This design comes from an exercise in tuning for small area on the open sky130 flow, not from production work. Function was checked by simulation only, so behaviour that the tests miss may differ from the original. Power figures rest on the tool's default switching activity, not on a simulated workload.

`flow/design.v`:
```
module CPS_v3
(	 
	input wire  			rst_i, clk_i,
	output reg  			vld_mem_o,
	input wire [383:0] 	doutb_bram12_i,
	input wire 				vld_i,
	input wire 				en_read_i,
	output reg 				rdy_o,
	output reg [6:0] 		addrb_bram12_o,
	input 					empty_i,
	output reg 				full_o,
	output reg 				wea_bram3_o,
	output reg [6:0] 		addra_bram3_o,
	output wire [383:0] 	dina_bram3_o,
	input [26:0] 			element_struct,
	input 					video_ACK_i);
	reg						read;
	reg						full_counter, start_counter;
	reg						write_counter;
	reg [127:0]				W, Y, Z;
	always @(negedge clk_i or posedge rst_i)
	begin
		if(rst_i)
		begin
			addrb_bram12_o	<= 0;
			rdy_o			<= 1'b1;
			read			<= 0;
		end
		else if( video_ACK_i )
		begin
			if( en_read_i )
			begin
				if( vld_i )
				begin
					rdy_o			<= 0;
					addrb_bram12_o	<= 0;
					read			<= 1'b1;
				end
				else
				begin
					rdy_o	<= 1'b1;
					if( addrb_bram12_o != 7'd127 )
						addrb_bram12_o	<= addrb_bram12_o + 1'b1;
					else
						read	<= 0;
				end
			end
			else
			begin
				addrb_bram12_o	<= 0;
				rdy_o			<= 1'b1;
				read			<= 1'b0;
			end
		end
	end
	wire [389:0] prow  = {3'b000, doutb_bram12_i, 3'b000};
	wire [389:0] prown = ~prow;
	wire [26:0]  e_n   = ~element_struct;
	wire c2   = (element_struct[8:0]  == 9'd0);
	wire c12  = (element_struct[17:0] == 18'd0);
	wire c012 = (element_struct       == 27'd0);
	wire load = read && addrb_bram12_o != 7'd0 && addrb_bram12_o != 7'd127;
	wire ld_n  = ~(video_ACK_i & load);
	wire hold  = ~video_ACK_i;
	wire clr   = video_ACK_i & ~load;
	wire w_clr = clr & c2;
	wire y_clr = clr & c12;
	wire z_clr = clr & c012;
	wire [127:0] W_d, Y_d, Z_d;
	genvar g;
	generate
		for (g = 0; g < 128; g = g + 1)
		begin : col
			CPS_v3_col #(.EDGE(g == 0 ? 1 : g == 127 ? 2 : 0)) u_col (
				.p(prow[3*g+8:3*g]), .pn(prown[3*g+8:3*g]),
				.e(element_struct), .en(e_n),
				.ld_n(ld_n), .hold(hold),
				.w(W[g]), .w_clr(w_clr),
				.y(Y[g]), .y_clr(y_clr),
				.z(Z[g]), .z_clr(z_clr),
				.w_d(W_d[g]), .y_d(Y_d[g]), .z_d(Z_d[g]));
		end
	endgenerate
	always @(posedge clk_i or posedge rst_i)
	begin
		if(rst_i)
			write_counter	<= 0;
		else if( video_ACK_i )
			write_counter	<= load;
	end
	always @(posedge clk_i)
	begin
		W	<= W_d;
		Y	<= Y_d;
		Z	<= Z_d;
	end
	generate
		for (g = 0; g < 128; g = g + 1)
		begin : outp
			assign dina_bram3_o[3*g+2:3*g] = Z[g] ? element_struct[14:12] : 3'b111;
		end
	endgenerate
	always @(negedge clk_i or posedge rst_i)
	begin
		if(rst_i)
		begin
			addra_bram3_o	<= 0;
			wea_bram3_o		<= 0;
			full_o			<= 0;
			full_counter	<= 0;
			start_counter	<= 0;
			vld_mem_o		<= 0;
		end
		else if( video_ACK_i )
		begin
			if( ~empty_i )
			begin
				full_o			<= 0;
				addra_bram3_o	<= 0;
				start_counter	<= 0;
				full_counter	<= 0;
			end
			else
			begin
				if( addra_bram3_o == 7'd125 ) start_counter <= 1'b1;
				if( start_counter )
				begin
					if( full_counter )
					begin
						full_o		<= 1'b1;
						vld_mem_o	<= 1'b1;
					end
					else
						full_counter	<= 1'b1;
				end
				else
				begin
					full_o			<= 1'b0;
					full_counter	<= 0;
				end
			end
			wea_bram3_o	<= write_counter;
			if( write_counter )
				addra_bram3_o	<= addra_bram3_o + 1'b1;
		end
	end
endmodule
module CPS_v3_col
#(
	parameter EDGE = 0
)
(
	input  [8:0]  p, pn,
	input  [26:0] e, en,
	input        ld_n, hold,
	input        w, w_clr,
	input        y, y_clr,
	input        z, z_clr,
	output       w_d, y_d, z_d);
	localparam [26:0] OUT = EDGE == 1 ? {3{9'b000_000_111}} : EDGE == 2 ? {3{9'b111_000_000}} : 27'd0;
	wire [26:0] pp  = {p, p, p};
	wire [26:0] ppn = {pn, pn, pn};
	wire [26:0] lit = ((e | ppn) & (en | pp) & ~OUT) | (~e & OUT);
	wire m0 = &lit[26:18];
	wire m1 = &lit[17:9];
	wire m2 = &lit[8:0];
	wire ld = ~ld_n;
	assign w_d = (ld & m2)     | (hold & w) | w_clr;
	assign y_d = (ld & m1 & w) | (hold & y) | y_clr;
	assign z_d = (ld & m0 & y) | (hold & z) | z_clr;
endmodule
```
`flow/flow/run.sh`:
```
#!/bin/bash
# Standard ORFS layout, except:
#  - the column matcher CPS_v3_col is read as a hand-mapped gate-level module
#    (flow/col_gates.v, same function as the RTL module) instead of being
#    mapped by ABC; all registers stay in the top module and go through the
#    standard synthesis unchanged;
#  - the port buffers that global placement puts on every input and output
#    use the smallest buffer cell (buf_1);
set -euo pipefail
python3 flow/swap_col.py design.v flow/col_gates.v design_mapped.v > swap_col.log 2>&1
export BUFFER_PORTS_ARGS="-buffer_cell sky130_fd_sc_hd__buf_1"
export CTS_ARGS="-sink_clustering_enable -repair_clock_nets -buf_list sky130_fd_sc_hd__clkbuf_8 -sink_clustering_size 16 -sink_clustering_max_diameter 90 -dont_use_dummy_load"
bash standard.sh VERILOG_FILES="$PWD/design_mapped.v" finish > standard_flow.log 2>&1
```
`flow/flow/col_gates.v`:
```
// Gate-level CPS_v3_col for sky130hd: one o22ai per compared bit (its output
// is high on a mismatch), NOR4/NOR2 trees, and a NAND/AOI stage that merges
// the load, hold and clear terms. Same function as CPS_v3_col in the RTL,
// including its EDGE parameter.
module CPS_v3_col
#(
	parameter EDGE = 0
)
(
	input  [8:0]  p, pn,
	input  [26:0] e, en,
	input        ld_n, hold,
	input        w, w_clr,
	input        y, y_clr,
	input        z, z_clr,
	output       w_d, y_d, z_d);

	wire [26:0] pp  = {p, p, p};
	wire [26:0] ppn = {pn, pn, pn};
	wire [26:0] x;
	genvar k;
	generate
		for (k = 0; k < 27; k = k + 1)
		begin : lit
			// a window pixel outside the row is 0: its bits mismatch where e is 1
			if ((EDGE == 1 && k % 9 < 3) || (EDGE == 2 && k % 9 >= 6))
			begin : out
				assign x[k] = e[k];
			end
			else
			begin : in
				sky130_fd_sc_hd__o22ai_1 u_x (.A1(e[k]), .A2(ppn[k]), .B1(en[k]), .B2(pp[k]), .Y(x[k]));
			end
		end
	endgenerate

	wire [2:0] a, b, c, g, h;
	wire [2:0] hq = {z, y, w};
	wire [2:0] hc = {z_clr, y_clr, w_clr};
	wire [2:0] o;
	generate
		for (k = 0; k < 3; k = k + 1)
		begin : row
			sky130_fd_sc_hd__nor4_1 u_a (.A(x[9*k+0]), .B(x[9*k+1]), .C(x[9*k+2]), .D(x[9*k+3]), .Y(a[k]));
			sky130_fd_sc_hd__nor4_1 u_b (.A(x[9*k+4]), .B(x[9*k+5]), .C(x[9*k+6]), .D(x[9*k+7]), .Y(b[k]));
			sky130_fd_sc_hd__nor2_1 u_c (.A(x[9*k+8]), .B(ld_n), .Y(c[k]));
			sky130_fd_sc_hd__a21oi_1 u_h (.A1(hold), .A2(hq[k]), .B1(hc[k]), .Y(h[k]));
			sky130_fd_sc_hd__nand2_1 u_o (.A(g[k]), .B(h[k]), .Y(o[k]));
		end
	endgenerate
	sky130_fd_sc_hd__nand3_1 u_g0 (.A(a[0]), .B(b[0]), .C(c[0]), .Y(g[0]));
	sky130_fd_sc_hd__nand4_1 u_g1 (.A(a[1]), .B(b[1]), .C(c[1]), .D(w), .Y(g[1]));
	sky130_fd_sc_hd__nand4_1 u_g2 (.A(a[2]), .B(b[2]), .C(c[2]), .D(y), .Y(g[2]));
	assign w_d = o[0];
	assign y_d = o[1];
	assign z_d = o[2];
endmodule
```
`flow/flow/swap_col.py`:
```
# Writes design_mapped.v: design.v with the RTL module CPS_v3_col replaced by
# the gate-level CPS_v3_col in flow/col_gates.v.
import re, sys
src = open(sys.argv[1]).read()
gates = open(sys.argv[2]).read()
m = re.search(r'^module CPS_v3_col\b.*?^endmodule\b', src, re.S | re.M)
if not m:
    sys.exit('CPS_v3_col not found in ' + sys.argv[1])
open(sys.argv[3], 'w').write(src[:m.start()] + src[m.end():] + '\n' + gates)
```
`flow/standard.sh`:
```
#!/bin/bash
# synth_recipe.tcl (not shown) runs the flow's synth.tcl, then flattens the netlist and writes it again
# the make line also repeats each setting of config.mk as NAME=value (left out here)
make -C /OpenROAD-flow-scripts/flow DESIGN_CONFIG=/design/flow/config.mk WORK_HOME=/design/flow/orfs CLKGATE_MAP_FILE= SYNTH_SCRIPT=/design/flow/synth_recipe.tcl "${@:-finish}"
```
`flow/config.mk`:
```
export PLATFORM = sky130hd
export DESIGN_NAME = CPS_v3
export DESIGN_NICKNAME = CPS_v3
export VERILOG_FILES = /design/flow/design.v
export SDC_FILE = /design/flow/constraint.sdc
export NUM_CORES = 4
export LEC_CHECK = 0
export CAP_MARGIN = 20
export CELL_PAD_IN_SITES_DETAIL_PLACEMENT = 1
export CELL_PAD_IN_SITES_GLOBAL_PLACEMENT = 1
export CORE_MARGIN = 2
export CORE_UTILIZATION = 30
export CTS_BUF_LIST = sky130_fd_sc_hd__clkbuf_8
export CTS_CLUSTER_DIAMETER = 90
export CTS_CLUSTER_SIZE = 16
export PLACE_DENSITY = 0.5
export SLEW_MARGIN = 20
export SYNTH_HIERARCHICAL = 1
export SYNTH_MINIMUM_KEEP_SIZE = 0
```
`flow/constraint.sdc`:
```
create_clock -name core_clock -period 10.0 [get_ports {clk_i}]
set_input_delay 2.0000 -clock core_clock [delete_from_list [all_inputs] [get_ports {clk_i}]]
set_output_delay 2.0000 -clock core_clock [all_outputs]
set_load 0.01 [all_outputs]
```
==> impl_metrics.toml <==
[detailed_routing]
wirelength_um = 411000
routedWlPerCell_um = 40.4
postRouteAntennaNets = 0
vias_per_cell = 8.23
drt_iter0_drc = 16300
route.detailed.drc = 0
drt_first_pass_iters = 10
vias = 83700

[sta]
setup_violations = 0
hold_slack_ps = 419
rsz0062_at_grt = "no"
finalHoldViolCount = 0
fin_skew_ps = 139
worstMarginPinSlew_ps = 1290
relSlewSlack = 0.141
finalMaxSlewViolations = 0

[run]
drv_cap = 0

[clock_network]
cts_root_buf = "clkbuf_8"
path_clk_slew_ps = 70
cts_tree = "done"
cts_buffers = 48
cts_setup_buffers = 0
htree_levels = 2
cts_resized = 0
ctsHoldBuffers = 0
clkSinkCount = 406
clock_latency_ps = 850
clockBufferDepth = 3

[floorplan]
start_util = 0.302
die_w_um = 393
dieArea_mm2 = 0.154
coreArea_mm2 = 0.150
chipHeight_um = 393
io_pins = 819
rows = 142

[setup_path]
worst_path_largest_cell_delay_ps = 600
setup.worst_path.end_class = "output port"
crit_chain = "buf_1"
crit_type = "register to output port"
crit_required_ps = 8000
critical_path.max_fanout = 9
critPathSlowestCell = "dfrtn_1"
arrival_ps = 6530
rrSetupSlack_ps = 1990
crit_path_start_kind = "register"
crit_family = "flip-flops"
cp_num_buf_inv = 1

[placement]
dp.cells = 10000
gp_congestion = 0.943
port_buffers = 818
dp_hpwl_um = 226000
placedInstanceArea_mm2 = 0.0524

[power]
power_frac_clock = 0.227
p_comb_frac = 0.480
vdd_drop_max_v = 0.000106
p_int_w = 0.00272
power_frac_seq = 0.293
power_w = 0.00556
p_leak_nw = 17.2
netSwitchingFraction = 0.511
pwr_density_cell_mw_per_mm2 = 104
p_switching_w = 0.00284

[grt]
grt_usage = 0.499
antenna_found_initial = 120
grt_pass1_vias = 81000
grt_overflow = 0
grt_pass1_wl_um = 581000
grt_max_degree = 162

[synth]
synthesis.area_mm2 = 0.0454
synthCells = 7096
yosysWarningCount = 7
syn_nets = 7517
syn_avg_cell_area_um2 = 6.40

[hold_path]
hp-class = "register to register"

[final_layout]
fin_nets = 8491
layout-drive-gt1-share = 0.0333
area_growth_pct = 17.5
fin_area_mm2 = 0.0533
layout.cells.non_filler = 10200
finish.utilization = 0.355

[run_status]
status = "no timing/DRC/antenna violations"
==> layout make-up <==
| class | instances | area, um^2 |
|---|---|---|
| Fill cell | 19800 | 96800 |
| Multi-Input combinational cell | 6224 | 35500 |
| Sequential cell | 406 | 8240 |
| Timing Repair Buffer | 970 | 4510 |
| Tap cell | 2016 | 2520 |
| Inverter | 419 | 1730 |
| Clock buffer | 48 | 661 |
| Antenna cell | 83 | 208 |
| Clock inverter | 1 | 3.75 |
==> through the flow <==
| step | setup slack [ps] | TNS, ps |
|---|---|---|
| 2_1_floorplan | -291 | -37300 |
| 3_3_place_gp | 1310 | 0 |
| 3_5_place_dp | 1260 | 0 |
| 4_1_cts | 1440 | 0 |
| 5_1_grt | 1410 | 0 |
| 6_report | 1470 | 0 |
==> metal layers <==
layer / vias up / GRT usage / share of wire
li1: 32700 / - / -
met1: 39900 / 0.614 / 0.37
met2: 8394 / 0.716 / 0.41
met3: 2563 / 0.187 / 0.15
met4: 90 / 0.343 / 0.075
met5: - / 0.00638 / 0.0017
==> path summary, 6_finish.rpt <==
check | to | startpoint | cells past startpoint
worst max-delay path | addrb_bram12_o[3] | addrb_bram12_o[3] | 1
worst min-delay path | vld_mem_o | vld_mem_o | 1
worst max register to register | Z[67] | addrb_bram12_o[1] | 9
worst min register to register | vld_mem_o | vld_mem_o | 1
max in group asynchronous | addrb_bram12_o[3] | rst_i | 2
min in group asynchronous | write_counter | rst_i | 2
==> registers in the layout, indices dropped and copies added (netlist names) <==
signal and flops:
rdy_o 1, full_counter 1, Y 128, read 1
write_counter 1, addra_bram3_o 7, W 128, vld_mem_o 1
addrb_bram12_o 7, start_counter 1, wea_bram3_o 1, full_o 1
Z 128
==> power by group through the flow <==
stage | clock network [W] | logic [W] | registers (W)
after floorplan | 0.00000125 | 0.00124 | 0.00167
after detailed placement | 0.00000125 | 0.00247 | 0.00167
after global placement | 0.00000125 | 0.00244 | 0.00167
after CTS | 0.00127 | 0.00247 | 0.00163
final | 0.00126 | 0.00267 | 0.00163
after global routing | 0.00131 | 0.00269 | 0.00163
==> layout by cell type, fill, tap and decap left out, types with 2 or more instances in the layout <==
master    count
a21oi_1     390
a22o_1        5
a31oi_1       3
buf_1       791
buf_12       14
buf_4       137
clkbuf_4     27
clkbuf_8     48
dfrtn_1      20
dfxtp_1     384
diode_2      83
ha_1          3
inv_1       392
inv_6        23
inv_8         4
mux2_2        3
mux2i_1       2
nand2_1     784
nand2b_1      2
nand3_1     134
nand4_1     263
nor2_1      391
nor3_1        4
nor4_1      770
nor4_2        2
o21ai_0      11
o22ai_1    3438
